From an optimization exercise on the open Yosys and OpenROAD flow, aimed at small area and a short achievable clock period; shortcuts taken in it are not production practice. Only simulation tests tie the RTL to the original design; equivalence was not proved. Power figures rest on the tool's default switching activity, not on a simulated workload.

== run 1 ==
// DALU
module DALU(clk, rst, in_valid, instruction, out_valid, out);
Size: ~53 flip-flops, ~39 I/O pins, ~4900 µm² of cells after synthesis.
==> flow/config.mk <==
export PLATFORM = sky130hd
export DESIGN_NAME = DALU
export DESIGN_NICKNAME = DALU
export VERILOG_FILES = /design/flow/design.v
export SDC_FILE = /design/flow/constraint.sdc
export NUM_CORES = 4
export LEC_CHECK = 0
export ABC_AREA = 1
export CAP_MARGIN = 20
export CORE_MARGIN = 2
export CORE_UTILIZATION = 40
export CTS_BUF_LIST = sky130_fd_sc_hd__clkbuf_8
export SLEW_MARGIN = 20
export SYNTH_HIERARCHICAL = 1
export SYNTH_MINIMUM_KEEP_SIZE = 0
export BUFFER_PORTS_ARGS = -buffer_cell sky130_fd_sc_hd__buf_2
export SETUP_SLACK_MARGIN = 5.5
==> flow/constraint.sdc <==
create_clock -name core_clock -period 9.0 [get_ports {clk}]
set_input_delay 1.8000 -clock core_clock [delete_from_list [all_inputs] [get_ports {clk}]]
set_output_delay 1.8000 -clock core_clock [all_outputs]
set_load 0.01 [all_outputs]
standard.sh (not shown) runs the stock make flow with config.mk's settings and CLKGATE_MAP_FILE= SYNTH_SCRIPT=/design/flow/synth_recipe.tcl, a recipe that flattens the netlist after the stock synthesis.
==> flow/flow/run.sh <==
#!/bin/bash
# The standard layout, with the port buffers made of buf_2 cells instead of
# the resizer's default choice (a slow delay cell), and timing repair aiming
# at 5.5 ns of setup slack.
set -euo pipefail
echo 'export BUFFER_PORTS_ARGS = -buffer_cell sky130_fd_sc_hd__buf_2' >> config.mk
echo 'export SETUP_SLACK_MARGIN = 5.5' >> config.mk
bash standard.sh finish > flow.log 2>&1
#### Input delta (run 2 over run 1)
Settings: changing SETUP_SLACK_MARGIN from 5.5 to 5.4.
==> flow/flow/run.sh <==
#!/bin/bash
# The standard layout, with the port buffers made of buf_2 cells instead of
# the resizer's default choice (a slow delay cell), and timing repair aiming
# at 5.4 ns of setup slack.
set -euo pipefail
echo 'export BUFFER_PORTS_ARGS = -buffer_cell sky130_fd_sc_hd__buf_2' >> config.mk
echo 'export SETUP_SLACK_MARGIN = 5.4' >> config.mk
bash standard.sh finish > flow.log 2>&1
==> comparison <==
Critical path depth essentially unchanged between run 1 and run 2. [compare] base=run 1 new=run 2: fraction of standard cell area that is sequential moved up; final critical-path required period moved up. Run 2 vs. run 1: maximum achievable frequency has decreased; floorplan die height has remained practically unchanged. Wire length per cell after detailed routing delta (run 2 -> run 1): insignificant. Run 2 does better than run 1 on total power after layout. Non-clock buffer count in the final layout: run 2 vs run 1 down 6. Compared with run 1, in run 2 number of diodes saw little to no change; routed wire length saw a decrease.
What run 3 does differently from run 2 at the input level:
Settings: SETUP_SLACK_MARGIN changed from 5.4 to 5.2.
==> flow/flow/run.sh <==
#!/bin/bash
# The standard layout, with the port buffers made of buf_2 cells instead of
# the resizer's default choice (a slow delay cell), and timing repair aiming
# at 5.2 ns of setup slack.
set -euo pipefail
echo 'export BUFFER_PORTS_ARGS = -buffer_cell sky130_fd_sc_hd__buf_2' >> config.mk
echo 'export SETUP_SLACK_MARGIN = 5.2' >> config.mk
bash standard.sh finish > flow.log 2>&1
--- outcome ---
Run 3: all stages complete, timing, DRC and antenna checks passed. Across both runs, footprint of the flip-flops and latches was lower for run 3 than for run 2. In the tables for run 3 and run 2, clock network fraction of total power reads higher with run 3. Comparing run 3 and run 2, the higher met2 global-route usage is on run 2. Between run 3 and run 2, it is run 3 whose via count is lower, by 3.7%.
## Diff of input files: run 4 against run 3
Settings: SETUP_SLACK_MARGIN: 5.2 -> 5.3.
==> flow/flow/run.sh <==
#!/bin/bash
# The standard layout, with the port buffers made of buf_2 cells instead of
# the resizer's default choice (a slow delay cell), and timing repair aiming
# at 5.3 ns of setup slack.
set -euo pipefail
echo 'export BUFFER_PORTS_ARGS = -buffer_cell sky130_fd_sc_hd__buf_2' >> config.mk
echo 'export SETUP_SLACK_MARGIN = 5.3' >> config.mk
bash standard.sh finish > flow.log 2>&1
Notes after the runs:
- Run 4 vs run 3: number of cells in the finished layout apart from fillers up slightly
- Diff run 3 -> run 4: number of vias after detailed routing picked up an extra 94, detailed-routing iteration count for the pre-antenna-repair pass up 1, total detailed-routing wirelength went up by 200 µm.
- Diff run 3 -> run 4 | wire length on met1 | decrease of about 5%
- On total power, run 3 beats run 4.

-- static timing again, ports no longer ideal --
No port has a modelled driver above. Below, the same layouts with a new extraction and two added sets of constraints. Step 1, drivers: a clkbuf_16 drives clk and a buf_2 each remaining input, both assumed. Step 2 moves the port delays by t, midway between the first and last clock arrival at a register: inputs arrive t later, outputs are due t later. That takes back most of the time a late clock gives input paths. Slacks: no drivers / after step 1 / after step 2; pairs: no drivers / after step 1.
run	t (ns)	setup slack, ns	slew at the worst register clock pin (ns)	worst slew at a driven data input, ns
run 1	0.349	5.479 / 5.460 / 5.112	0.11 / 0.11	0.07
run 2	0.343	5.418 / 5.425 / 5.084	0.10 / 0.10	0.04
run 3	0.346	5.308 / 5.308 / 4.987	0.10 / 0.10	0.03
run 4	0.347	5.394 / 5.375 / 5.072	0.10 / 0.10	0.03
After both steps every run listed still meets setup and hold. The setup slack of run 1, which loses most, moves by -0.019 ns with the drivers and by -0.367 ns with both steps.
